Context: an optimization exercise on an open-source flow, tuned for small area, a short achievable clock period and few clock cycles per item. The choices shown serve that exercise and are no tape-out recipe.
In this exercise RTL edits were held to simulation tests only and were not proved equivalent to the original.

File: flow/constraint.sdc
create_clock -name core_clock -period 13.0 [get_ports {Clock}]
set_input_delay 2.6000 -clock core_clock [delete_from_list [all_inputs] [get_ports {Clock}]]
set_output_delay 2.6000 -clock core_clock [all_outputs]
set_load 0.01 [all_outputs]
File: flow/standard.sh
#!/bin/bash
# synth_recipe.tcl (not shown) runs the flow's synth.tcl, then flattens the netlist and writes it again
# the make line also repeats each setting of config.mk as NAME=value (left out here)
make -C /OpenROAD-flow-scripts/flow DESIGN_CONFIG=/design/flow/config.mk WORK_HOME=/design/flow/orfs CLKGATE_MAP_FILE= SYNTH_SCRIPT=/design/flow/synth_recipe.tcl "${@:-finish}"
File: flow/flow/run.sh
#!/bin/bash
set -euo pipefail
export SETUP_SLACK_MARGIN=9.3
export BUFFER_PORTS_ARGS="-buffer_cell sky130_fd_sc_hd__buf_4"
bash standard.sh > standard.log 2>&1
File: flow/design.v
module Milestone1 (
		input logic Clock,
		input logic Resetn,
		input logic Start,
		output logic Stop,
		output logic   [17:0]   SRAM_address,
		output logic   [15:0]   SRAM_write_data,
		output logic            SRAM_we_n,
		input  logic   [15:0]   SRAM_read_data
);
logic        running;       
logic        vrow;          
logic [4:0]  ph;            
logic [6:0]  c;             
logic [14:0] w;             
logic [2:0]  rdp;           
logic [17:0] rgb;           
logic        lastrow;       
logic        a_rd, a_wr, a_isy, a_isv, a_yb;    
logic [1:0]  a_k;
logic        k_odd, k_eveny, k_sh, k_ldu, k_ldv, k_ldo;
logic [5:0]  k_src;         
logic [2:0]  k_wsel;        
wire c79     = (c == 7'd79);
wire wrap    = ((ph == 5'd9) & ~c79) | (ph == 5'd16);
wire last_wr = running & lastrow & c79 & (ph == 5'd10);
wire [4:0] phN  = wrap ? 5'd0 : ph + 5'd1;
wire [6:0] cN   = wrap ? (c79 ? 7'd0 : c + 7'd1) : c;
wire       vrN  = (wrap & c79) ? 1'b0 : vrow;
logic        d_rd, d_wr, d_isy, d_isv, d_yb, d_odd, d_sh, d_ldu, d_ldv, d_ldo;
logic [1:0]  d_k;
logic [5:0]  d_src;
logic [2:0]  d_wsel;
always_comb begin
	logic real_r, le76, le77, le78, e77, e78, e79, upre, vpre, dupn;
	real_r = ~vrN;
	le76 = (cN <= 7'd76); le77 = (cN <= 7'd77); le78 = (cN <= 7'd78);
	e77 = (cN == 7'd77); e78 = (cN == 7'd78); e79 = (cN == 7'd79);
	upre = (real_r & le77) | (e78 & ~lastrow);
	vpre = (real_r & le76) | (e77 & ~lastrow);
	dupn = ~le77;
	d_rd = 1'b0; d_wr = 1'b0; d_isy = 1'b0; d_isv = 1'b0; d_yb = 1'b0; d_k = 2'd0;
	d_odd = 1'b0; d_sh = 1'b0; d_ldu = 1'b0; d_ldv = 1'b0; d_ldo = 1'b0; d_src = 6'd0; d_wsel = 3'd0;
	case (phN)
		5'd0: begin d_rd = upre; d_k = 2'd2; end
		5'd1: begin d_rd = real_r; d_isy = 1'b1; d_yb = 1'b1; end
		5'd2, 5'd3, 5'd4, 5'd7, 5'd8, 5'd9: d_wr = real_r;
		5'd5: begin d_rd = vpre; d_isv = 1'b1; d_k = 2'd3; end
		5'd6: begin
			if (e79) begin d_rd = ~lastrow; d_isv = 1'b1; d_k = 2'd2; end
			else begin d_rd = real_r & le78; d_isy = 1'b1; d_k = 2'd1; end
		end
		5'd10: begin d_rd = ~lastrow; d_k = 2'd2; end
		5'd11: begin d_rd = ~lastrow; d_isv = 1'b1; d_k = 2'd3; end
		5'd13: begin d_rd = ~lastrow; d_isy = 1'b1; d_k = 2'd1; end
		default: ;
	endcase
	d_odd = (phN == 5'd1) | (phN == 5'd6);
	d_ldo = (phN == 5'd1) | (phN == 5'd2) | (phN == 5'd6) | (phN == 5'd7);
	d_wsel[0] = (phN == 5'd2) | (phN == 5'd7);
	d_wsel[1] = (phN == 5'd3) | (phN == 5'd8);
	d_wsel[2] = (phN == 5'd4) | (phN == 5'd9);
	if (e79 & (phN >= 5'd5)) begin
		d_sh = 1'b1;
		case (phN)
			5'd5, 5'd13: d_src = 6'b000001;
			5'd11, 5'd15: d_src = 6'b000010;
			5'd6: d_src = 6'b000100;
			5'd12, 5'd16: d_src = 6'b001000;
			5'd14: d_src = 6'b010000;
			default: d_src = 6'b100000;
		endcase
	end else begin
		case (phN)
			5'd3: begin d_sh = 1'b1; d_src = dupn ? 6'b100000 : 6'b000001; end
			5'd4: begin d_sh = 1'b1; d_src = dupn ? 6'b100000 : 6'b010000; end
			5'd8: begin d_sh = 1'b1; d_src = dupn ? 6'b100000 : 6'b000010; end
			5'd9: begin d_sh = 1'b1; d_src = dupn ? 6'b100000 : 6'b001000; end
			default: ;
		endcase
	end
	d_ldu = ((phN == 5'd4) & upre) | (e79 & (phN == 5'd14));
	d_ldv = ((phN == 5'd9) & vpre) | (e79 & ((phN == 5'd12) | (phN == 5'd15)));
end
wire [17:0] a_x = a_isy ? {{2{vrow}}, w, 1'b0} : {{3{vrow}}, w};
logic [17:0] a_c;
always_comb begin
	case ({a_isy, a_isv, a_k[0]})
		3'b100: a_c = 18'd1;            
		3'b101: a_c = 18'd2;            
		3'b010: a_c = 18'd57602;
		3'b011: a_c = 18'd57603;
		default: a_c = 18'd38402;
	endcase
end
wire [17:0] a_ad = a_x + a_c;
wire go = running & ~last_wr;
always_ff @(posedge Clock or negedge Resetn) begin
	if (~Resetn) begin
		running <= 1'b0; vrow <= 1'b1; ph <= 5'd4; c <= 7'd77; w <= 15'h7ffd;
		rdp <= 3'd0; rgb <= 18'd146944; lastrow <= 1'b0;
		SRAM_address <= 18'd0; SRAM_we_n <= 1'b1; Stop <= 1'b0;
		a_rd <= 1'b0; a_wr <= 1'b0; a_isy <= 1'b0; a_isv <= 1'b0; a_yb <= 1'b0; a_k <= 2'd0;
		k_odd <= 1'b0; k_eveny <= 1'b1; k_sh <= 1'b0; k_ldu <= 1'b0; k_ldv <= 1'b0; k_ldo <= 1'b0;
		k_src <= 6'd0; k_wsel <= 3'd0;
	end else begin
		if (Start) running <= 1'b1;
		lastrow <= ~vrow & (w >= 15'd19120);
		Stop <= running & lastrow & c79 & (ph == 5'd9);
		if (running) begin
			ph <= phN; c <= cN; vrow <= vrN;
			if (wrap) w <= w + 15'd1;
		end
		if (last_wr) begin
			running <= 1'b0; vrow <= 1'b1; ph <= 5'd4; c <= 7'd77; w <= 15'h7ffd;
		end
		a_rd <= go & d_rd; a_wr <= go & d_wr; a_isy <= d_isy; a_isv <= d_isv; a_yb <= d_yb; a_k <= d_k;
		k_odd <= d_odd; k_eveny <= ~d_odd; k_sh <= go & d_sh; k_ldu <= go & d_ldu; k_ldv <= go & d_ldv; k_ldo <= go & d_ldo;
		k_src <= d_src; k_wsel <= d_wsel;
		rdp <= {rdp[1:0], a_rd};
		SRAM_we_n <= ~a_wr;
		if (a_wr) begin
			SRAM_address <= rgb; rgb <= rgb + 18'd1;
		end else if (a_rd) begin
			SRAM_address <= a_ad;
		end
		if (~running) rgb <= 18'd146944;
	end
end
logic [15:0] D;                  
logic [7:0]  pu_hi, pu_lo, pv_hi, pv_lo;
logic [7:0]  ch [0:10];          
logic [9:0]  vhold;              
logic [22:0] yt;                 
logic [8:0]  cu, cv;             
logic [10:0] cu3, cv3;           
logic        nu, nv;
logic [7:0]  b0;
always_ff @(posedge Clock) begin
	if (rdp[2]) D <= SRAM_read_data;
end
logic [7:0] chin;
always_comb begin
	chin = ({8{k_src[0]}} & pv_hi) | ({8{k_src[1]}} & pv_lo) | ({8{k_src[2]}} & pu_hi)
	     | ({8{k_src[3]}} & pu_lo) | ({8{k_src[4]}} & D[15:8]) | ({8{k_src[5]}} & ch[1]);
end
integer i;
always_ff @(posedge Clock) begin
	if (k_sh) begin
		ch[0] <= chin;
		for (i = 1; i <= 10; i = i + 1) ch[i] <= ch[i-1];
	end
	if (k_ldu) begin pu_hi <= D[15:8]; pu_lo <= D[7:0]; end
	if (k_ldv) begin pv_hi <= D[15:8]; pv_lo <= D[7:0]; end
end
logic [8:0] fA, fB, fC;
always_ff @(posedge Clock) begin
	fA <= {1'b0, ch[9]} + {1'b0, chin};
	fB <= {1'b0, ch[7]} + {1'b0, ch[1]};
	fC <= {1'b0, ch[5]} + {1'b0, ch[3]} + 9'd1;
end
wire fl_1 = fA[5] ^ fA[3] ^ fA[1];
wire fl_2 = (fA[5] & fA[3]) | (fA[5] & fA[1]) | (fA[3] & fA[1]);
wire fl_3 = fA[6] ^ fA[4] ^ fA[2];
wire fl_4 = (fA[6] & fA[4]) | (fA[6] & fA[2]) | (fA[4] & fA[2]);
wire fl_5 = ~fB[0] ^ fB[3];
wire fl_6 = ~fB[0] & fB[3];
wire fl_7 = fA[7] ^ fA[5] ^ fA[3];
wire fl_8 = (fA[7] & fA[5]) | (fA[7] & fA[3]) | (fA[5] & fA[3]);
wire fl_9 = ~fB[1] ^ fB[4] ^ fB[5];
wire fl_10 = (~fB[1] & fB[4]) | (~fB[1] & fB[5]) | (fB[4] & fB[5]);
wire fl_11 = fC[0] ^ fC[2];
wire fl_12 = fC[0] & fC[2];
wire fl_13 = fA[8] ^ fA[6] ^ fA[4];
wire fl_14 = (fA[8] & fA[6]) | (fA[8] & fA[4]) | (fA[6] & fA[4]);
wire fl_15 = ~fB[2] ^ fB[5] ^ fB[6];
wire fl_16 = (~fB[2] & fB[5]) | (~fB[2] & fB[6]) | (fB[5] & fB[6]);
wire fl_17 = fC[1] ^ fC[3] ^ ~fC[8];
wire fl_18 = (fC[1] & fC[3]) | (fC[1] & ~fC[8]) | (fC[3] & ~fC[8]);
wire fl_19 = fA[7] ^ fA[5] ^ ~fB[3];
wire fl_20 = (fA[7] & fA[5]) | (fA[7] & ~fB[3]) | (fA[5] & ~fB[3]);
wire fl_21 = fB[6] ^ fB[7] ^ fC[2];
wire fl_22 = (fB[6] & fB[7]) | (fB[6] & fC[2]) | (fB[7] & fC[2]);
wire fl_23 = fC[4] ^ 1'b1;
wire fl_24 = fC[4] & 1'b1;
wire fl_25 = fA[8] ^ fA[6] ^ ~fB[4];
wire fl_26 = (fA[8] & fA[6]) | (fA[8] & ~fB[4]) | (fA[6] & ~fB[4]);
wire fl_27 = fB[7] ^ fB[8] ^ fC[3];
wire fl_28 = (fB[7] & fB[8]) | (fB[7] & fC[3]) | (fB[8] & fC[3]);
wire fl_29 = fC[5] ^ 1'b1;
wire fl_30 = fC[5] & 1'b1;
wire fl_31 = fA[7] ^ ~fB[5] ^ fB[8];
wire fl_32 = (fA[7] & ~fB[5]) | (fA[7] & fB[8]) | (~fB[5] & fB[8]);
wire fl_33 = fC[4] ^ fC[6];
wire fl_34 = fC[4] & fC[6];
wire fl_35 = fA[8] ^ ~fB[6];
wire fl_36 = fA[8] & ~fB[6];
wire fl_37 = fA[3] ^ fA[1];
wire fl_38 = fA[3] & fA[1];
wire fl_39 = fA[4] ^ fA[2] ^ fA[0];
wire fl_40 = (fA[4] & fA[2]) | (fA[4] & fA[0]) | (fA[2] & fA[0]);
wire fl_41 = fB[1] ^ fB[2];
wire fl_42 = fB[1] & fB[2];
wire fl_43 = fl_1 ^ fB[2] ^ fB[3];
wire fl_44 = (fl_1 & fB[2]) | (fl_1 & fB[3]) | (fB[2] & fB[3]);
wire fl_45 = fC[0] ^ ~fC[5] ^ 1'b1;
wire fl_46 = (fC[0] & ~fC[5]) | (fC[0] & 1'b1) | (~fC[5] & 1'b1);
wire fl_47 = fl_2 ^ fl_3 ^ fl_5;
wire fl_48 = (fl_2 & fl_3) | (fl_2 & fl_5) | (fl_3 & fl_5);
wire fl_49 = fB[4] ^ fC[1] ^ ~fC[6];
wire fl_50 = (fB[4] & fC[1]) | (fB[4] & ~fC[6]) | (fC[1] & ~fC[6]);
wire fl_51 = fl_4 ^ fl_6 ^ fl_7;
wire fl_52 = (fl_4 & fl_6) | (fl_4 & fl_7) | (fl_6 & fl_7);
wire fl_53 = fl_9 ^ fl_11 ^ ~fC[7];
wire fl_54 = (fl_9 & fl_11) | (fl_9 & ~fC[7]) | (fl_11 & ~fC[7]);
wire fl_55 = fl_8 ^ fl_10 ^ fl_12;
wire fl_56 = (fl_8 & fl_10) | (fl_8 & fl_12) | (fl_10 & fl_12);
wire fl_57 = fl_13 ^ fl_15 ^ fl_17;
wire fl_58 = (fl_13 & fl_15) | (fl_13 & fl_17) | (fl_15 & fl_17);
wire fl_59 = fl_14 ^ fl_16 ^ fl_18;
wire fl_60 = (fl_14 & fl_16) | (fl_14 & fl_18) | (fl_16 & fl_18);
wire fl_61 = fl_19 ^ fl_21 ^ fl_23;
wire fl_62 = (fl_19 & fl_21) | (fl_19 & fl_23) | (fl_21 & fl_23);
wire fl_63 = fl_20 ^ fl_22 ^ fl_24;
wire fl_64 = (fl_20 & fl_22) | (fl_20 & fl_24) | (fl_22 & fl_24);
wire fl_65 = fl_25 ^ fl_27 ^ fl_29;
wire fl_66 = (fl_25 & fl_27) | (fl_25 & fl_29) | (fl_27 & fl_29);
wire fl_67 = fl_26 ^ fl_28 ^ fl_30;
wire fl_68 = (fl_26 & fl_28) | (fl_26 & fl_30) | (fl_28 & fl_30);
wire fl_69 = fl_31 ^ fl_33 ^ 1'b1;
wire fl_70 = (fl_31 & fl_33) | (fl_31 & 1'b1) | (fl_33 & 1'b1);
wire fl_71 = fl_32 ^ fl_34 ^ fl_35;
wire fl_72 = (fl_32 & fl_34) | (fl_32 & fl_35) | (fl_34 & fl_35);
wire fl_73 = fC[5] ^ fC[7] ^ 1'b1;
wire fl_74 = (fC[5] & fC[7]) | (fC[5] & 1'b1) | (fC[7] & 1'b1);
wire fl_75 = fl_36 ^ ~fB[7] ^ fC[6];
wire fl_76 = (fl_36 & ~fB[7]) | (fl_36 & fC[6]) | (~fB[7] & fC[6]);
wire fl_77 = fC[8] ^ 1'b1;
wire fl_78 = fC[8] & 1'b1;
wire fl_79 = ~fB[8] ^ fC[7];
wire fl_80 = ~fB[8] & fC[7];
wire fl_81 = fA[2] ^ fA[0];
wire fl_82 = fA[2] & fA[0];
wire fl_83 = fl_37 ^ fB[0] ^ fB[1];
wire fl_84 = (fl_37 & fB[0]) | (fl_37 & fB[1]) | (fB[0] & fB[1]);
wire fl_85 = fl_38 ^ fl_39 ^ fl_41;
wire fl_86 = (fl_38 & fl_39) | (fl_38 & fl_41) | (fl_39 & fl_41);
wire fl_87 = fl_40 ^ fl_42 ^ fl_43;
wire fl_88 = (fl_40 & fl_42) | (fl_40 & fl_43) | (fl_42 & fl_43);
wire fl_89 = fl_44 ^ fl_46 ^ fl_47;
wire fl_90 = (fl_44 & fl_46) | (fl_44 & fl_47) | (fl_46 & fl_47);
wire fl_91 = fl_48 ^ fl_50 ^ fl_51;
wire fl_92 = (fl_48 & fl_50) | (fl_48 & fl_51) | (fl_50 & fl_51);
wire fl_93 = fl_52 ^ fl_54 ^ fl_55;
wire fl_94 = (fl_52 & fl_54) | (fl_52 & fl_55) | (fl_54 & fl_55);
wire fl_95 = fl_56 ^ fl_58 ^ fl_59;
wire fl_96 = (fl_56 & fl_58) | (fl_56 & fl_59) | (fl_58 & fl_59);
wire fl_97 = fl_60 ^ fl_62 ^ fl_63;
wire fl_98 = (fl_60 & fl_62) | (fl_60 & fl_63) | (fl_62 & fl_63);
wire fl_99 = fl_64 ^ fl_66 ^ fl_67;
wire fl_100 = (fl_64 & fl_66) | (fl_64 & fl_67) | (fl_66 & fl_67);
wire fl_101 = fl_68 ^ fl_70 ^ fl_71;
wire fl_102 = (fl_68 & fl_70) | (fl_68 & fl_71) | (fl_70 & fl_71);
wire fl_103 = fl_72 ^ fl_74 ^ fl_75;
wire fl_104 = (fl_72 & fl_74) | (fl_72 & fl_75) | (fl_74 & fl_75);
wire fl_105 = fl_76 ^ fl_78 ^ fl_79;
wire fl_106 = (fl_76 & fl_78) | (fl_76 & fl_79) | (fl_78 & fl_79);
wire fl_107 = fA[1] ^ ~fC[1];
wire fl_108 = fA[1] & ~fC[1];
wire fl_109 = fl_81 ^ fB[0] ^ ~fC[2];
wire fl_110 = (fl_81 & fB[0]) | (fl_81 & ~fC[2]) | (fB[0] & ~fC[2]);
wire fl_111 = fl_82 ^ fl_83 ^ ~fC[3];
wire fl_112 = (fl_82 & fl_83) | (fl_82 & ~fC[3]) | (fl_83 & ~fC[3]);
wire fl_113 = fl_84 ^ fl_85 ^ ~fC[4];
wire fl_114 = (fl_84 & fl_85) | (fl_84 & ~fC[4]) | (fl_85 & ~fC[4]);
wire fl_115 = fl_86 ^ fl_87 ^ fl_45;
wire fl_116 = (fl_86 & fl_87) | (fl_86 & fl_45) | (fl_87 & fl_45);
wire fl_117 = fl_88 ^ fl_89 ^ fl_49;
wire fl_118 = (fl_88 & fl_89) | (fl_88 & fl_49) | (fl_89 & fl_49);
wire fl_119 = fl_90 ^ fl_91 ^ fl_53;
wire fl_120 = (fl_90 & fl_91) | (fl_90 & fl_53) | (fl_91 & fl_53);
wire fl_121 = fl_92 ^ fl_93 ^ fl_57;
wire fl_122 = (fl_92 & fl_93) | (fl_92 & fl_57) | (fl_93 & fl_57);
wire fl_123 = fl_94 ^ fl_95 ^ fl_61;
wire fl_124 = (fl_94 & fl_95) | (fl_94 & fl_61) | (fl_95 & fl_61);
wire fl_125 = fl_96 ^ fl_97 ^ fl_65;
wire fl_126 = (fl_96 & fl_97) | (fl_96 & fl_65) | (fl_97 & fl_65);
wire fl_127 = fl_98 ^ fl_99 ^ fl_69;
wire fl_128 = (fl_98 & fl_99) | (fl_98 & fl_69) | (fl_99 & fl_69);
wire fl_129 = fl_100 ^ fl_101 ^ fl_73;
wire fl_130 = (fl_100 & fl_101) | (fl_100 & fl_73) | (fl_101 & fl_73);
wire fl_131 = fl_102 ^ fl_103 ^ fl_77;
wire fl_132 = (fl_102 & fl_103) | (fl_102 & fl_77) | (fl_103 & fl_77);
wire fl_133 = fl_104 ^ fl_105 ^ 1'b1;
wire fl_134 = (fl_104 & fl_105) | (fl_104 & 1'b1) | (fl_105 & 1'b1);
wire fl_135 = fl_106 ^ fl_80 ^ fC[8];
wire fl_136 = (fl_106 & fl_80) | (fl_106 & fC[8]) | (fl_80 & fC[8]);
wire [18:0] fl_a = {1'b1, 1'b1, fl_136, fl_134, fl_132, fl_130, fl_128, fl_126, fl_124, fl_122, fl_120, fl_118, fl_116, fl_114, fl_112, fl_110, fl_108, fl_107, fA[0]};
wire [18:0] fl_b = {1'b0, 1'b0, 1'b1, fl_135, fl_133, fl_131, fl_129, fl_127, fl_125, fl_123, fl_121, fl_119, fl_117, fl_115, fl_113, fl_111, fl_109, 1'b1, ~fC[0]};
logic [18:0] fa, fb;             
always_ff @(posedge Clock) begin
	fa <= fl_a; fb <= fl_b;
end
wire [18:0] fs = fa + fb;
wire [9:0]  fr = {fs[18], fs[16:8]};    
wire [10:0] f3 = {2'd0, fr[8:0]} + {1'b0, fr[8:0], 1'b0};
wire [7:0]  eu = ch[6], ev = ch[7];
wire [10:0] eu3 = {3'd0, eu} + {2'd0, eu, 1'b0};
wire [10:0] ev3 = {3'd0, ev} + {2'd0, ev, 1'b0};
wire [10:0] vh3 = {2'd0, vhold[8:0]} + {1'b0, vhold[8:0], 1'b0};
wire [7:0] Yv = k_eveny ? D[15:8] : D[7:0];
wire ym_1 = Yv[7] ^ Yv[5];
wire ym_2 = Yv[7] & Yv[5];
wire ym_3 = Yv[6] ^ Yv[4];
wire ym_4 = Yv[6] & Yv[4];
wire ym_5 = Yv[7] ^ Yv[5];
wire ym_6 = Yv[7] & Yv[5];
wire ym_7 = Yv[2] ^ Yv[0];
wire ym_8 = Yv[2] & Yv[0];
wire ym_9 = Yv[3] ^ Yv[1];
wire ym_10 = Yv[3] & Yv[1];
wire ym_11 = Yv[4] ^ Yv[2] ^ Yv[0];
wire ym_12 = (Yv[4] & Yv[2]) | (Yv[4] & Yv[0]) | (Yv[2] & Yv[0]);
wire ym_13 = Yv[5] ^ Yv[3] ^ Yv[1];
wire ym_14 = (Yv[5] & Yv[3]) | (Yv[5] & Yv[1]) | (Yv[3] & Yv[1]);
wire ym_15 = Yv[6] ^ Yv[4] ^ Yv[2];
wire ym_16 = (Yv[6] & Yv[4]) | (Yv[6] & Yv[2]) | (Yv[4] & Yv[2]);
wire ym_17 = ym_1 ^ Yv[3] ^ Yv[0];
wire ym_18 = (ym_1 & Yv[3]) | (ym_1 & Yv[0]) | (Yv[3] & Yv[0]);
wire ym_19 = ym_2 ^ ym_3 ^ Yv[1];
wire ym_20 = (ym_2 & ym_3) | (ym_2 & Yv[1]) | (ym_3 & Yv[1]);
wire ym_21 = ym_4 ^ ym_5 ^ Yv[2];
wire ym_22 = (ym_4 & ym_5) | (ym_4 & Yv[2]) | (ym_5 & Yv[2]);
wire ym_23 = ym_6 ^ Yv[6] ^ Yv[3];
wire ym_24 = (ym_6 & Yv[6]) | (ym_6 & Yv[3]) | (Yv[6] & Yv[3]);
wire ym_25 = Yv[7] ^ Yv[4];
wire ym_26 = Yv[7] & Yv[4];
wire [22:0] ym_a = {1'b0, Yv[7], Yv[6], ym_26, ym_24, ym_22, ym_20, ym_18, ym_16, ym_14, ym_12, ym_10, ym_8, ym_7, Yv[1], ~Yv[7], ~Yv[6], ~Yv[5], ~Yv[4], ~Yv[3], ~Yv[2], ~Yv[1], ~Yv[0]};
wire [22:0] ym_b = {1'b0, 1'b0, 1'b0, Yv[5], ym_25, ym_23, ym_21, ym_19, ym_17, ym_15, ym_13, ym_11, ym_9, 1'b1, 1'b1, Yv[0], 1'b0, 1'b0, 1'b0, 1'b0, 1'b0, 1'b0, 1'b1};
wire [22:0] ytn = ym_a + ym_b;
always_ff @(posedge Clock) begin
	vhold <= fr;
	yt <= ytn;
	if (k_odd) begin
		cu <= fr[8:0]; cu3 <= f3; nu <= fr[9];
		cv <= vhold[8:0]; cv3 <= vh3; nv <= vhold[9];
	end else begin
		cu <= {1'b0, eu}; cu3 <= eu3; nu <= 1'b0;
		cv <= {1'b0, ev}; cv3 <= ev3; nv <= 1'b0;
	end
end
wire clr_1 = yt[5] ^ cv3[7];
wire clr_2 = yt[5] & cv3[7];
wire clr_3 = yt[6] ^ cv3[8];
wire clr_4 = yt[6] & cv3[8];
wire clr_5 = yt[7] ^ cv3[9] ^ cv[2];
wire clr_6 = (yt[7] & cv3[9]) | (yt[7] & cv[2]) | (cv3[9] & cv[2]);
wire clr_7 = yt[8] ^ cv3[10] ^ cv[3];
wire clr_8 = (yt[8] & cv3[10]) | (yt[8] & cv[3]) | (cv3[10] & cv[3]);
wire clr_9 = yt[9] ^ cv3[0];
wire clr_10 = yt[9] & cv3[0];
wire clr_11 = yt[10] ^ cv3[1];
wire clr_12 = yt[10] & cv3[1];
wire clr_13 = yt[4] ^ cv3[6];
wire clr_14 = yt[4] & cv3[6];
wire clr_15 = clr_1 ^ cv[0] ^ cv[3];
wire clr_16 = (clr_1 & cv[0]) | (clr_1 & cv[3]) | (cv[0] & cv[3]);
wire clr_17 = clr_2 ^ clr_3 ^ cv[1];
wire clr_18 = (clr_2 & clr_3) | (clr_2 & cv[1]) | (clr_3 & cv[1]);
wire clr_19 = clr_4 ^ clr_5 ^ cv[5];
wire clr_20 = (clr_4 & clr_5) | (clr_4 & cv[5]) | (clr_5 & cv[5]);
wire clr_21 = clr_6 ^ clr_7 ^ cv[6];
wire clr_22 = (clr_6 & clr_7) | (clr_6 & cv[6]) | (clr_7 & cv[6]);
wire clr_23 = clr_8 ^ clr_9 ^ cv[4];
wire clr_24 = (clr_8 & clr_9) | (clr_8 & cv[4]) | (clr_9 & cv[4]);
wire clr_25 = clr_10 ^ clr_11 ^ cv[5];
wire clr_26 = (clr_10 & clr_11) | (clr_10 & cv[5]) | (clr_11 & cv[5]);
wire clr_27 = clr_12 ^ yt[11] ^ cv3[2];
wire clr_28 = (clr_12 & yt[11]) | (clr_12 & cv3[2]) | (yt[11] & cv3[2]);
wire clr_29 = yt[12] ^ cv3[3];
wire clr_30 = yt[12] & cv3[3];
wire clr_31 = yt[13] ^ cv3[0] ^ cv3[4];
wire clr_32 = (yt[13] & cv3[0]) | (yt[13] & cv3[4]) | (cv3[0] & cv3[4]);
wire clr_33 = yt[14] ^ cv3[1] ^ cv3[5];
wire clr_34 = (yt[14] & cv3[1]) | (yt[14] & cv3[5]) | (cv3[1] & cv3[5]);
wire clr_35 = yt[15] ^ cv3[2];
wire clr_36 = yt[15] & cv3[2];
wire clr_37 = yt[16] ^ cv3[3];
wire clr_38 = yt[16] & cv3[3];
wire clr_39 = yt[17] ^ cv3[4];
wire clr_40 = yt[17] & cv3[4];
wire clr_41 = yt[18] ^ cv3[5];
wire clr_42 = yt[18] & cv3[5];
wire clr_43 = yt[19] ^ cv3[6] ^ cv3[10];
wire clr_44 = (yt[19] & cv3[6]) | (yt[19] & cv3[10]) | (cv3[6] & cv3[10]);
wire clr_45 = yt[2] ^ cv3[4];
wire clr_46 = yt[2] & cv3[4];
wire clr_47 = yt[3] ^ cv3[5] ^ cv[1];
wire clr_48 = (yt[3] & cv3[5]) | (yt[3] & cv[1]) | (cv3[5] & cv[1]);
wire clr_49 = clr_13 ^ cv[2] ^ 1'b1;
wire clr_50 = (clr_13 & cv[2]) | (clr_13 & 1'b1) | (cv[2] & 1'b1);
wire clr_51 = clr_14 ^ clr_15 ^ 1'b1;
wire clr_52 = (clr_14 & clr_15) | (clr_14 & 1'b1) | (clr_15 & 1'b1);
wire clr_53 = clr_16 ^ clr_17 ^ cv[4];
wire clr_54 = (clr_16 & clr_17) | (clr_16 & cv[4]) | (clr_17 & cv[4]);
wire clr_55 = clr_18 ^ clr_19 ^ 1'b1;
wire clr_56 = (clr_18 & clr_19) | (clr_18 & 1'b1) | (clr_19 & 1'b1);
wire clr_57 = clr_20 ^ clr_21 ^ 1'b1;
wire clr_58 = (clr_20 & clr_21) | (clr_20 & 1'b1) | (clr_21 & 1'b1);
wire clr_59 = clr_22 ^ clr_23 ^ cv[7];
wire clr_60 = (clr_22 & clr_23) | (clr_22 & cv[7]) | (clr_23 & cv[7]);
wire clr_61 = clr_24 ^ clr_25 ^ cv[8];
wire clr_62 = (clr_24 & clr_25) | (clr_24 & cv[8]) | (clr_25 & cv[8]);
wire clr_63 = clr_26 ^ clr_27 ^ cv[6];
wire clr_64 = (clr_26 & clr_27) | (clr_26 & cv[6]) | (clr_27 & cv[6]);
wire clr_65 = clr_28 ^ clr_29 ^ cv[7];
wire clr_66 = (clr_28 & clr_29) | (clr_28 & cv[7]) | (clr_29 & cv[7]);
wire clr_67 = clr_30 ^ clr_31 ^ cv[8];
wire clr_68 = (clr_30 & clr_31) | (clr_30 & cv[8]) | (clr_31 & cv[8]);
wire clr_69 = clr_32 ^ clr_33 ^ 1'b1;
wire clr_70 = (clr_32 & clr_33) | (clr_32 & 1'b1) | (clr_33 & 1'b1);
wire clr_71 = clr_34 ^ clr_35 ^ cv3[6];
wire clr_72 = (clr_34 & clr_35) | (clr_34 & cv3[6]) | (clr_35 & cv3[6]);
wire clr_73 = clr_36 ^ clr_37 ^ cv3[7];
wire clr_74 = (clr_36 & clr_37) | (clr_36 & cv3[7]) | (clr_37 & cv3[7]);
wire clr_75 = clr_38 ^ clr_39 ^ cv3[8];
wire clr_76 = (clr_38 & clr_39) | (clr_38 & cv3[8]) | (clr_39 & cv3[8]);
wire clr_77 = clr_40 ^ clr_41 ^ cv3[9];
wire clr_78 = (clr_40 & clr_41) | (clr_40 & cv3[9]) | (clr_41 & cv3[9]);
wire clr_79 = clr_42 ^ clr_43 ^ 1'b1;
wire clr_80 = (clr_42 & clr_43) | (clr_42 & 1'b1) | (clr_43 & 1'b1);
wire clr_81 = clr_44 ^ yt[20] ^ cv3[7];
wire clr_82 = (clr_44 & yt[20]) | (clr_44 & cv3[7]) | (yt[20] & cv3[7]);
wire clr_83 = yt[21] ^ cv3[8];
wire clr_84 = yt[21] & cv3[8];
wire clr_85 = yt[22] ^ cv3[9] ^ 1'b1;
wire clr_86 = (yt[22] & cv3[9]) | (yt[22] & 1'b1) | (cv3[9] & 1'b1);
wire clr_87 = cv3[10] ^ 1'b1;
wire clr_88 = cv3[10] & 1'b1;
wire [27:0] clr_a = {1'b1, clr_88, clr_86, clr_84, clr_82, clr_80, clr_78, clr_76, clr_74, clr_72, clr_70, clr_68, clr_66, clr_64, clr_62, clr_60, clr_58, clr_56, clr_54, clr_52, clr_50, clr_48, clr_46, clr_45, yt[1], yt[0], cv3[1], cv3[0]};
wire [27:0] clr_b = {1'b0, 1'b1, clr_87, clr_85, clr_83, clr_81, clr_79, clr_77, clr_75, clr_73, clr_71, clr_69, clr_67, clr_65, clr_63, clr_61, clr_59, clr_57, clr_55, clr_53, clr_51, clr_49, clr_47, cv[0], cv3[3], cv3[2], 1'b0, 1'b0};
wire [27:0] Rs = clr_a + clr_b;
wire clg_1 = yt[3] ^ ~cu3[2];
wire clg_2 = yt[3] & ~cu3[2];
wire clg_3 = yt[4] ^ ~cu3[3] ^ ~cv[1];
wire clg_4 = (yt[4] & ~cu3[3]) | (yt[4] & ~cv[1]) | (~cu3[3] & ~cv[1]);
wire clg_5 = yt[5] ^ ~cu3[4] ^ ~cv[2];
wire clg_6 = (yt[5] & ~cu3[4]) | (yt[5] & ~cv[2]) | (~cu3[4] & ~cv[2]);
wire clg_7 = yt[6] ^ ~cu3[5];
wire clg_8 = yt[6] & ~cu3[5];
wire clg_9 = yt[7] ^ ~cu3[6];
wire clg_10 = yt[7] & ~cu3[6];
wire clg_11 = yt[8] ^ ~cu3[7] ^ ~cu[0];
wire clg_12 = (yt[8] & ~cu3[7]) | (yt[8] & ~cu[0]) | (~cu3[7] & ~cu[0]);
wire clg_13 = yt[9] ^ ~cu3[8] ^ ~cu[1];
wire clg_14 = (yt[9] & ~cu3[8]) | (yt[9] & ~cu[1]) | (~cu3[8] & ~cu[1]);
wire clg_15 = yt[10] ^ ~cu3[9] ^ ~cu[2];
wire clg_16 = (yt[10] & ~cu3[9]) | (yt[10] & ~cu[2]) | (~cu3[9] & ~cu[2]);
wire clg_17 = ~cv[0] ^ ~cv[7];
wire clg_18 = ~cv[0] & ~cv[7];
wire clg_19 = yt[11] ^ ~cu3[0] ^ ~cu3[10];
wire clg_20 = (yt[11] & ~cu3[0]) | (yt[11] & ~cu3[10]) | (~cu3[0] & ~cu3[10]);
wire clg_21 = ~cu[3] ^ ~cv[1] ^ ~cv[8];
wire clg_22 = (~cu[3] & ~cv[1]) | (~cu[3] & ~cv[8]) | (~cv[1] & ~cv[8]);
wire clg_23 = yt[12] ^ ~cu3[1] ^ ~cu[4];
wire clg_24 = (yt[12] & ~cu3[1]) | (yt[12] & ~cu[4]) | (~cu3[1] & ~cu[4]);
wire clg_25 = ~cv3[0] ^ ~cv[2] ^ 1'b1;
wire clg_26 = (~cv3[0] & ~cv[2]) | (~cv3[0] & 1'b1) | (~cv[2] & 1'b1);
wire clg_27 = yt[13] ^ ~cu3[2] ^ ~cu[5];
wire clg_28 = (yt[13] & ~cu3[2]) | (yt[13] & ~cu[5]) | (~cu3[2] & ~cu[5]);
wire clg_29 = ~cv3[1] ^ ~cv[3];
wire clg_30 = ~cv3[1] & ~cv[3];
wire clg_31 = yt[14] ^ ~cu3[3] ^ ~cu[6];
wire clg_32 = (yt[14] & ~cu3[3]) | (yt[14] & ~cu[6]) | (~cu3[3] & ~cu[6]);
wire clg_33 = ~cv3[2] ^ ~cv[4] ^ 1'b1;
wire clg_34 = (~cv3[2] & ~cv[4]) | (~cv3[2] & 1'b1) | (~cv[4] & 1'b1);
wire clg_35 = yt[15] ^ ~cu3[4] ^ ~cu[7];
wire clg_36 = (yt[15] & ~cu3[4]) | (yt[15] & ~cu[7]) | (~cu3[4] & ~cu[7]);
wire clg_37 = ~cv3[3] ^ ~cv[5] ^ 1'b1;
wire clg_38 = (~cv3[3] & ~cv[5]) | (~cv3[3] & 1'b1) | (~cv[5] & 1'b1);
wire clg_39 = yt[16] ^ ~cu3[5] ^ ~cu[8];
wire clg_40 = (yt[16] & ~cu3[5]) | (yt[16] & ~cu[8]) | (~cu3[5] & ~cu[8]);
wire clg_41 = ~cv3[4] ^ ~cv[6] ^ 1'b1;
wire clg_42 = (~cv3[4] & ~cv[6]) | (~cv3[4] & 1'b1) | (~cv[6] & 1'b1);
wire clg_43 = yt[17] ^ ~cu3[6] ^ ~cv3[5];
wire clg_44 = (yt[17] & ~cu3[6]) | (yt[17] & ~cv3[5]) | (~cu3[6] & ~cv3[5]);
wire clg_45 = ~cv[7] ^ 1'b1;
wire clg_46 = ~cv[7] & 1'b1;
wire clg_47 = yt[18] ^ ~cu3[7] ^ ~cv3[6];
wire clg_48 = (yt[18] & ~cu3[7]) | (yt[18] & ~cv3[6]) | (~cu3[7] & ~cv3[6]);
wire clg_49 = ~cv[8] ^ 1'b1;
wire clg_50 = ~cv[8] & 1'b1;
wire clg_51 = yt[19] ^ ~cu3[8];
wire clg_52 = yt[19] & ~cu3[8];
wire clg_53 = yt[20] ^ ~cu3[9];
wire clg_54 = yt[20] & ~cu3[9];
wire clg_55 = yt[1] ^ ~cu3[0];
wire clg_56 = yt[1] & ~cu3[0];
wire clg_57 = yt[2] ^ ~cu3[1];
wire clg_58 = yt[2] & ~cu3[1];
wire clg_59 = clg_1 ^ ~cv[0] ^ ~cv[5];
wire clg_60 = (clg_1 & ~cv[0]) | (clg_1 & ~cv[5]) | (~cv[0] & ~cv[5]);
wire clg_61 = clg_2 ^ clg_3 ^ ~cv[6];
wire clg_62 = (clg_2 & clg_3) | (clg_2 & ~cv[6]) | (clg_3 & ~cv[6]);
wire clg_63 = clg_4 ^ clg_5 ^ ~cv[7];
wire clg_64 = (clg_4 & clg_5) | (clg_4 & ~cv[7]) | (clg_5 & ~cv[7]);
wire clg_65 = clg_6 ^ clg_7 ^ ~cv[3];
wire clg_66 = (clg_6 & clg_7) | (clg_6 & ~cv[3]) | (clg_7 & ~cv[3]);
wire clg_67 = clg_8 ^ clg_9 ^ ~cv[4];
wire clg_68 = (clg_8 & clg_9) | (clg_8 & ~cv[4]) | (clg_9 & ~cv[4]);
wire clg_69 = clg_10 ^ clg_11 ^ ~cv[5];
wire clg_70 = (clg_10 & clg_11) | (clg_10 & ~cv[5]) | (clg_11 & ~cv[5]);
wire clg_71 = clg_12 ^ clg_13 ^ ~cv[6];
wire clg_72 = (clg_12 & clg_13) | (clg_12 & ~cv[6]) | (clg_13 & ~cv[6]);
wire clg_73 = clg_14 ^ clg_15 ^ clg_17;
wire clg_74 = (clg_14 & clg_15) | (clg_14 & clg_17) | (clg_15 & clg_17);
wire clg_75 = clg_16 ^ clg_18 ^ clg_19;
wire clg_76 = (clg_16 & clg_18) | (clg_16 & clg_19) | (clg_18 & clg_19);
wire clg_77 = clg_20 ^ clg_22 ^ clg_23;
wire clg_78 = (clg_20 & clg_22) | (clg_20 & clg_23) | (clg_22 & clg_23);
wire clg_79 = clg_24 ^ clg_26 ^ clg_27;
wire clg_80 = (clg_24 & clg_26) | (clg_24 & clg_27) | (clg_26 & clg_27);
wire clg_81 = clg_28 ^ clg_30 ^ clg_31;
wire clg_82 = (clg_28 & clg_30) | (clg_28 & clg_31) | (clg_30 & clg_31);
wire clg_83 = clg_32 ^ clg_34 ^ clg_35;
wire clg_84 = (clg_32 & clg_34) | (clg_32 & clg_35) | (clg_34 & clg_35);
wire clg_85 = clg_36 ^ clg_38 ^ clg_39;
wire clg_86 = (clg_36 & clg_38) | (clg_36 & clg_39) | (clg_38 & clg_39);
wire clg_87 = clg_40 ^ clg_42 ^ clg_43;
wire clg_88 = (clg_40 & clg_42) | (clg_40 & clg_43) | (clg_42 & clg_43);
wire clg_89 = clg_44 ^ clg_46 ^ clg_47;
wire clg_90 = (clg_44 & clg_46) | (clg_44 & clg_47) | (clg_46 & clg_47);
wire clg_91 = clg_48 ^ clg_50 ^ clg_51;
wire clg_92 = (clg_48 & clg_50) | (clg_48 & clg_51) | (clg_50 & clg_51);
wire clg_93 = clg_52 ^ clg_53 ^ ~cv3[8];
wire clg_94 = (clg_52 & clg_53) | (clg_52 & ~cv3[8]) | (clg_53 & ~cv3[8]);
wire clg_95 = clg_54 ^ yt[21] ^ ~cu3[10];
wire clg_96 = (clg_54 & yt[21]) | (clg_54 & ~cu3[10]) | (yt[21] & ~cu3[10]);
wire clg_97 = yt[22] ^ ~cv3[10];
wire clg_98 = yt[22] & ~cv3[10];
wire clg_99 = clg_55 ^ ~cv[3];
wire clg_100 = clg_55 & ~cv[3];
wire clg_101 = clg_56 ^ clg_57 ^ ~cv[4];
wire clg_102 = (clg_56 & clg_57) | (clg_56 & ~cv[4]) | (clg_57 & ~cv[4]);
wire clg_103 = clg_58 ^ clg_59 ^ 1'b1;
wire clg_104 = (clg_58 & clg_59) | (clg_58 & 1'b1) | (clg_59 & 1'b1);
wire clg_105 = clg_60 ^ clg_61 ^ 1'b1;
wire clg_106 = (clg_60 & clg_61) | (clg_60 & 1'b1) | (clg_61 & 1'b1);
wire clg_107 = clg_62 ^ clg_63 ^ 1'b1;
wire clg_108 = (clg_62 & clg_63) | (clg_62 & 1'b1) | (clg_63 & 1'b1);
wire clg_109 = clg_64 ^ clg_65 ^ ~cv[8];
wire clg_110 = (clg_64 & clg_65) | (clg_64 & ~cv[8]) | (clg_65 & ~cv[8]);
wire clg_111 = clg_66 ^ clg_67 ^ 1'b1;
wire clg_112 = (clg_66 & clg_67) | (clg_66 & 1'b1) | (clg_67 & 1'b1);
wire clg_113 = clg_68 ^ clg_69 ^ 1'b1;
wire clg_114 = (clg_68 & clg_69) | (clg_68 & 1'b1) | (clg_69 & 1'b1);
wire clg_115 = clg_70 ^ clg_71 ^ 1'b1;
wire clg_116 = (clg_70 & clg_71) | (clg_70 & 1'b1) | (clg_71 & 1'b1);
wire clg_117 = clg_72 ^ clg_73 ^ 1'b1;
wire clg_118 = (clg_72 & clg_73) | (clg_72 & 1'b1) | (clg_73 & 1'b1);
wire clg_119 = clg_74 ^ clg_75 ^ clg_21;
wire clg_120 = (clg_74 & clg_75) | (clg_74 & clg_21) | (clg_75 & clg_21);
wire clg_121 = clg_76 ^ clg_77 ^ clg_25;
wire clg_122 = (clg_76 & clg_77) | (clg_76 & clg_25) | (clg_77 & clg_25);
wire clg_123 = clg_78 ^ clg_79 ^ clg_29;
wire clg_124 = (clg_78 & clg_79) | (clg_78 & clg_29) | (clg_79 & clg_29);
wire clg_125 = clg_80 ^ clg_81 ^ clg_33;
wire clg_126 = (clg_80 & clg_81) | (clg_80 & clg_33) | (clg_81 & clg_33);
wire clg_127 = clg_82 ^ clg_83 ^ clg_37;
wire clg_128 = (clg_82 & clg_83) | (clg_82 & clg_37) | (clg_83 & clg_37);
wire clg_129 = clg_84 ^ clg_85 ^ clg_41;
wire clg_130 = (clg_84 & clg_85) | (clg_84 & clg_41) | (clg_85 & clg_41);
wire clg_131 = clg_86 ^ clg_87 ^ clg_45;
wire clg_132 = (clg_86 & clg_87) | (clg_86 & clg_45) | (clg_87 & clg_45);
wire clg_133 = clg_88 ^ clg_89 ^ clg_49;
wire clg_134 = (clg_88 & clg_89) | (clg_88 & clg_49) | (clg_89 & clg_49);
wire clg_135 = clg_90 ^ clg_91 ^ ~cv3[7];
wire clg_136 = (clg_90 & clg_91) | (clg_90 & ~cv3[7]) | (clg_91 & ~cv3[7]);
wire clg_137 = clg_92 ^ clg_93 ^ 1'b1;
wire clg_138 = (clg_92 & clg_93) | (clg_92 & 1'b1) | (clg_93 & 1'b1);
wire clg_139 = clg_94 ^ clg_95 ^ ~cv3[9];
wire clg_140 = (clg_94 & clg_95) | (clg_94 & ~cv3[9]) | (clg_95 & ~cv3[9]);
wire clg_141 = clg_96 ^ clg_97 ^ 1'b1;
wire clg_142 = (clg_96 & clg_97) | (clg_96 & 1'b1) | (clg_97 & 1'b1);
wire [27:0] clg_a = {1'b1, 1'b1, clg_142, clg_140, clg_138, clg_136, clg_134, clg_132, clg_130, clg_128, clg_126, clg_124, clg_122, clg_120, clg_118, clg_116, clg_114, clg_112, clg_110, clg_108, clg_106, clg_104, clg_102, clg_100, clg_99, yt[0], ~cv[1], ~cv[0]};
wire [27:0] clg_b = {1'b0, 1'b0, clg_98, clg_141, clg_139, clg_137, clg_135, clg_133, clg_131, clg_129, clg_127, clg_125, clg_123, clg_121, clg_119, clg_117, clg_115, clg_113, clg_111, clg_109, clg_107, clg_105, clg_103, clg_101, 1'b1, ~cv[2], 1'b0, 1'b1};
wire [27:0] Gs = clg_a + clg_b;
wire clb_1 = yt[5] ^ cu[0];
wire clb_2 = yt[5] & cu[0];
wire clb_3 = yt[6] ^ cu[1];
wire clb_4 = yt[6] & cu[1];
wire clb_5 = yt[7] ^ cu[2] ^ cu3[6];
wire clb_6 = (yt[7] & cu[2]) | (yt[7] & cu3[6]) | (cu[2] & cu3[6]);
wire clb_7 = yt[8] ^ cu[0] ^ cu[3];
wire clb_8 = (yt[8] & cu[0]) | (yt[8] & cu[3]) | (cu[0] & cu[3]);
wire clb_9 = yt[9] ^ cu[1];
wire clb_10 = yt[9] & cu[1];
wire clb_11 = yt[10] ^ cu[2];
wire clb_12 = yt[10] & cu[2];
wire clb_13 = yt[11] ^ cu[3];
wire clb_14 = yt[11] & cu[3];
wire clb_15 = yt[4] ^ cu3[3];
wire clb_16 = yt[4] & cu3[3];
wire clb_17 = clb_1 ^ cu3[4] ^ cu3[7];
wire clb_18 = (clb_1 & cu3[4]) | (clb_1 & cu3[7]) | (cu3[4] & cu3[7]);
wire clb_19 = clb_2 ^ clb_3 ^ cu3[5];
wire clb_20 = (clb_2 & clb_3) | (clb_2 & cu3[5]) | (clb_3 & cu3[5]);
wire clb_21 = clb_4 ^ clb_5 ^ cu3[9];
wire clb_22 = (clb_4 & clb_5) | (clb_4 & cu3[9]) | (clb_5 & cu3[9]);
wire clb_23 = clb_6 ^ clb_7 ^ cu3[7];
wire clb_24 = (clb_6 & clb_7) | (clb_6 & cu3[7]) | (clb_7 & cu3[7]);
wire clb_25 = clb_8 ^ clb_9 ^ cu[4];
wire clb_26 = (clb_8 & clb_9) | (clb_8 & cu[4]) | (clb_9 & cu[4]);
wire clb_27 = clb_10 ^ clb_11 ^ cu[5];
wire clb_28 = (clb_10 & clb_11) | (clb_10 & cu[5]) | (clb_11 & cu[5]);
wire clb_29 = clb_12 ^ clb_13 ^ cu[6];
wire clb_30 = (clb_12 & clb_13) | (clb_12 & cu[6]) | (clb_13 & cu[6]);
wire clb_31 = clb_14 ^ yt[12] ^ cu[4];
wire clb_32 = (clb_14 & yt[12]) | (clb_14 & cu[4]) | (yt[12] & cu[4]);
wire clb_33 = yt[13] ^ cu[5];
wire clb_34 = yt[13] & cu[5];
wire clb_35 = yt[14] ^ cu[6];
wire clb_36 = yt[14] & cu[6];
wire clb_37 = yt[15] ^ cu[0] ^ cu[7];
wire clb_38 = (yt[15] & cu[0]) | (yt[15] & cu[7]) | (cu[0] & cu[7]);
wire clb_39 = yt[16] ^ cu[1];
wire clb_40 = yt[16] & cu[1];
wire clb_41 = yt[17] ^ cu[2];
wire clb_42 = yt[17] & cu[2];
wire clb_43 = yt[1] ^ cu3[0];
wire clb_44 = yt[1] & cu3[0];
wire clb_45 = yt[2] ^ cu3[1] ^ cu3[4];
wire clb_46 = (yt[2] & cu3[1]) | (yt[2] & cu3[4]) | (cu3[1] & cu3[4]);
wire clb_47 = yt[3] ^ cu3[2] ^ cu3[5];
wire clb_48 = (yt[3] & cu3[2]) | (yt[3] & cu3[5]) | (cu3[2] & cu3[5]);
wire clb_49 = clb_15 ^ cu3[6] ^ 1'b1;
wire clb_50 = (clb_15 & cu3[6]) | (clb_15 & 1'b1) | (cu3[6] & 1'b1);
wire clb_51 = clb_16 ^ clb_17 ^ 1'b1;
wire clb_52 = (clb_16 & clb_17) | (clb_16 & 1'b1) | (clb_17 & 1'b1);
wire clb_53 = clb_18 ^ clb_19 ^ cu3[8];
wire clb_54 = (clb_18 & clb_19) | (clb_18 & cu3[8]) | (clb_19 & cu3[8]);
wire clb_55 = clb_20 ^ clb_21 ^ 1'b1;
wire clb_56 = (clb_20 & clb_21) | (clb_20 & 1'b1) | (clb_21 & 1'b1);
wire clb_57 = clb_22 ^ clb_23 ^ cu3[10];
wire clb_58 = (clb_22 & clb_23) | (clb_22 & cu3[10]) | (clb_23 & cu3[10]);
wire clb_59 = clb_24 ^ clb_25 ^ cu3[8];
wire clb_60 = (clb_24 & clb_25) | (clb_24 & cu3[8]) | (clb_25 & cu3[8]);
wire clb_61 = clb_26 ^ clb_27 ^ cu3[9];
wire clb_62 = (clb_26 & clb_27) | (clb_26 & cu3[9]) | (clb_27 & cu3[9]);
wire clb_63 = clb_28 ^ clb_29 ^ cu3[10];
wire clb_64 = (clb_28 & clb_29) | (clb_28 & cu3[10]) | (clb_29 & cu3[10]);
wire clb_65 = clb_30 ^ clb_31 ^ cu[7];
wire clb_66 = (clb_30 & clb_31) | (clb_30 & cu[7]) | (clb_31 & cu[7]);
wire clb_67 = clb_32 ^ clb_33 ^ cu[8];
wire clb_68 = (clb_32 & clb_33) | (clb_32 & cu[8]) | (clb_33 & cu[8]);
wire clb_69 = clb_34 ^ clb_35 ^ 1'b1;
wire clb_70 = (clb_34 & clb_35) | (clb_34 & 1'b1) | (clb_35 & 1'b1);
wire clb_71 = clb_36 ^ clb_37 ^ 1'b1;
wire clb_72 = (clb_36 & clb_37) | (clb_36 & 1'b1) | (clb_37 & 1'b1);
wire clb_73 = clb_38 ^ clb_39 ^ cu[8];
wire clb_74 = (clb_38 & clb_39) | (clb_38 & cu[8]) | (clb_39 & cu[8]);
wire clb_75 = clb_40 ^ clb_41 ^ 1'b1;
wire clb_76 = (clb_40 & clb_41) | (clb_40 & 1'b1) | (clb_41 & 1'b1);
wire clb_77 = clb_42 ^ yt[18] ^ cu[3];
wire clb_78 = (clb_42 & yt[18]) | (clb_42 & cu[3]) | (yt[18] & cu[3]);
wire clb_79 = yt[19] ^ cu[4] ^ 1'b1;
wire clb_80 = (yt[19] & cu[4]) | (yt[19] & 1'b1) | (cu[4] & 1'b1);
wire clb_81 = yt[20] ^ cu[5] ^ 1'b1;
wire clb_82 = (yt[20] & cu[5]) | (yt[20] & 1'b1) | (cu[5] & 1'b1);
wire clb_83 = yt[21] ^ cu[6] ^ 1'b1;
wire clb_84 = (yt[21] & cu[6]) | (yt[21] & 1'b1) | (cu[6] & 1'b1);
wire clb_85 = yt[22] ^ cu[7];
wire clb_86 = yt[22] & cu[7];
wire clb_87 = cu[8] ^ 1'b1;
wire clb_88 = cu[8] & 1'b1;
wire [27:0] clb_a = {1'b1, clb_88, clb_86, clb_84, clb_82, clb_80, clb_78, clb_76, clb_74, clb_72, clb_70, clb_68, clb_66, clb_64, clb_62, clb_60, clb_58, clb_56, clb_54, clb_52, clb_50, clb_48, clb_46, clb_44, clb_43, yt[0], cu3[1], cu3[0]};
wire [27:0] clb_b = {1'b0, 1'b1, clb_87, clb_85, clb_83, clb_81, clb_79, clb_77, clb_75, clb_73, clb_71, clb_69, clb_67, clb_65, clb_63, clb_61, clb_59, clb_57, clb_55, clb_53, clb_51, clb_49, clb_47, clb_45, cu3[3], cu3[2], 1'b0, 1'b0};
wire [27:0] Bs = clb_a + clb_b;
logic [29:0] o;                  
wire [9:0] Rq = {Rs[27] | nv, |Rs[26:24], Rs[23:16]};
wire [9:0] Gq = {Gs[27] | nu | nv, |Gs[26:24], Gs[23:16]};
wire [9:0] Bq = {Bs[27] | nu, |Bs[26:24], Bs[23:16]};
function automatic [7:0] clip(input logic [9:0] q);
	clip = q[9] ? 8'd0 : q[8] ? 8'd255 : q[7:0];
endfunction
wire [7:0] oR = clip(o[29:20]), oG = clip(o[19:10]), oB = clip(o[9:0]);
always_ff @(posedge Clock) begin
	if (k_ldo) o <= {Rq, Gq, Bq};
	b0 <= oB;
	SRAM_write_data <= ({16{k_wsel[0]}} & {oR, oG}) | ({16{k_wsel[1]}} & {b0, oR})
	                 | ({16{k_wsel[2]}} & {oG, oB});
end
endmodule
File: flow/config.mk
export PLATFORM = sky130hd
export DESIGN_NAME = Milestone1
export DESIGN_NICKNAME = Milestone1
export VERILOG_FILES = /design/flow/design.v
export SDC_FILE = /design/flow/constraint.sdc
export NUM_CORES = 4
export LEC_CHECK = 0
export CAP_MARGIN = 20
export CORE_MARGIN = 2
export CORE_UTILIZATION = 30
export PLACE_DENSITY = 0.5
export SLEW_MARGIN = 20
==> summary.txt <==
Post-synth EDFFs = 158
Initial DRC Count = 886
Tot GR Track Use = 14.5%
Synth Flop Type = edfxtp_1
Post-Synthesis Cells = 2,356
vias in the first global route = 17,900
largest area contributor in the netlist = edfxtp_1
DRC Markers = 0
multiplexer share of the synthesized area = 2.22%
area of the mapped netlist = 25,200 um^2
# nets final = 2,918
WL per Instance = 17.1 um
Starting Density = 30.2%
post-synthesis xor/xnor area fraction = 4.62%
commonest non-fill, non-tap cell in the layout = inv_1
Slew Viols, Final = 0
Die Wd = 294 um
outcome = timing/DRC/antenna clean
antenna cell count = 0
fin crit period = 3930 ps
Tightest Pin Transition = 1040 ps
first-pass GRT wire length = 99,300 um
CTS tree = done
area grow syn2layout = 17.7%
Area contributors post-synth = edfxtp_1 (19%), ha_1 (13%), fa_1 (13%), dfxtp_1 (12%), dfrtp_1 (6.3%)
WS Path Type = reg2reg
simple-gate share of the synthesized area = 8.69%
worst rel slew slack = 29.8%
largest net degree at the start of global routing = 81
final setup fails = 0
WL final = 61,500 um
Pre-antenna DRT Iters = 5
die area = 86,400 um^2
die outline height = 294 um
Reg clk slew, reported paths = 60 ps
Hold Path Class = reg2reg
port buffer count = 54
H-tree levels = 2
CTS root buf = clkbuf_16
Data required, critical path = 13,350 ps
CP startpoint kind = register
RSZ-0062 raised after global routing = true
IO Count = 55
antenna violations before repair = 0
crit path DAT = 4280 ps
Synth Area in Adders = 25.8%
Compound-Gate Fraction of Synth Area = 11.3%
Synth top area share = 18.8%
Post-synth ARST share = 22.5%
Final ANT Viol Nets = 0
largest buffer count on any clock path = 3
Core Footprint = 83,400 um^2
dpl cell area = 26,800 um^2
Detailed Place HPWL = 47,500 um
CTS sink count = 405
syn_nets = 2,801
sequential area share after synthesis = 40.4%
layout cells sized above 1 = 15.2%
yosys warns = 2
fin crit share = 30.2%
Clock Latency Late Sink = 620 ps
DR vias/cell = 4.69
Avg Cell Area, Syn = 10.7 um^2
clk_skew = 50.5 ps
Rows = 106
Vias = 16,800
Hold Vio Cnt, Final = 0
Final TNS setup = 0 ps
cts bufs inserted = 48
gr ovfl total = 0
Yosys cell types = 87
most frequent cells in the layout = inv_1 (389), ha_1 (259), edfxtp_1 (158)
crit path max fanout = 3
GP Congestion = 0.884
CP Capture Type = register
#FFs+latches synth = 405
Max Fclk = 0.254 GHz
max_cap viols = 0
largest family of logic cells by synthesized area = adder cells
Finished Cell Area = 29,700 um^2
## area by class of cell
class                      instances  area [um^2]
timing repair buffer             118          973
multi-input combinational       1498        13800
clock inverter                    32          532
inverter                         402         1510
tap                             1080         1350
clock buffer                      58         1270
fill                            8153        53700
sequential                       405        10200
## final timing paths
path	start	to	slack [ps]	cells after the start
worst max-delay path	yt[12]$_DFF_P_	o[16]$_DFFE_PP_	9070	14
worst min-delay path	rdp[1]$_DFF_PN0_	rdp[2]$_DFF_PN0_	350	0
worst max register to register	yt[12]$_DFF_P_	o[16]$_DFFE_PP_	9070	14
worst min register to register	rdp[1]$_DFF_PN0_	rdp[2]$_DFF_PN0_	350	0
max in group asynchronous	Resetn	k_sh$_DFF_PN0_	9880	2
min in group asynchronous	Resetn	rgb[8]$_DFFE_PN0P_	1910	1
## timing repair
| action | 4_1_cts | 5_1_grt |
|---|---|---|
| pin swaps | 34 | 42 |
| hold buffers | 0 | 0 |
| setup endpoints to repair | 54 | 56 |
| gates resized for setup | 92 | 67 |
| buffers inserted | 29 | 29 |
## synth_stat cells, drive strengths merged, types with 33 or more instances
cell	count
a22oi	37
fa	158
xor2	45
a21oi	110
a21o	37
clkbuf	33
nand2	135
edfxtp	158
xnor2	87
inv	401
o21ai	100
nor2	126
ha	268
dfxtp	156
dfrtp	63
nand3	47
## critical path: stages, from the launching register on
cell      delay [ps]
dfxtp_2          350
inv_4             50
fa_1             530
inv_1             50
fa_1             560
fa_1             470
ha_4             310
nand3_2           70
a211oi_2         270
nand2_2          120
a21oi_4          160
o211ai_1         160
a21boi_2         230
nor4_2            80
a311o_1          270
## cells by family (layout without fill, tap and decap cells)
logic type / after synthesis / after routing
and+or+nand+nor: 454 / 454
DFF: 405 / 405
buffers and inverters: 453 / 610
muxes: 53 / 53
AOI/OAI and AO/OA: 433 / 433
xor gates and xnor gates: 132 / 132
adders and majority gates: 426 / 426
## through the flow
step / hold WS, ps / cells / utilization (%) / worst slack [ps]
6_report: 349 / 3593 / 35.6 / 9070
5_1_grt: 361 / 3593 / 35.6 / 8930
4_1_cts: 352 / 3563 / 35.0 / 9090
3_5_place_dp: 338 / 3444 / 32.2 / 8800
3_3_place_gp: 337 / 3444 / 32.2 / 8870
2_1_floorplan: 331 / 2356 / - / 9290
## per-layer routing
layer	vias up	track usage (%)	routed length, um	part of all wire [%]
li1	8209	-	-	-
met5	-	0	0	0
met3	99	2.15	2440	4.0
met2	354	23.9	28600	46
met4	0	4.49	1700	2.8
met1	8179	19.7	28800	47
## flip-flops by register name (all words and copies together), names as in the netlist, 16 cells and up
name             cells
rgb                 18
SRAM_write_data     16
o                   30
D                   16
ch                  80
fa                  17
SRAM_address        18
yt                  23
Testbench counts, summed over its fixed seeds: cycles 774,832, frames 4.

what the ideal ports hide:
No port has a modelled driver above. Below, the same layout with a new extraction and two added sets of constraints.
Step 1 (the two cells are an assumption about what drives the block):
set clk [get_ports {Clock}]
set_driving_cell -lib_cell sky130_fd_sc_hd__clkbuf_16 $clk
set_driving_cell -lib_cell sky130_fd_sc_hd__buf_2 [delete_from_list [all_inputs] $clk]
Step 2, shift: input delay + t, output delay - t, t = (earliest + latest rising clock arrival at the registers) / 2. This alone moves slack from input paths to output paths.
Slacks: no drivers / after step 1 / after step 2; pairs: no drivers / after step 1.
shift t [ns]: 0.656
setup slack, ns: 9.069 / 9.069 / 9.069
latest minus earliest clock arrival (ns): 0.056 / 0.056
After both steps setup and hold are still met in this run. For this run, drivers alone change the setup slack by 0.000 ns; drivers and shift together by 0.000 ns.
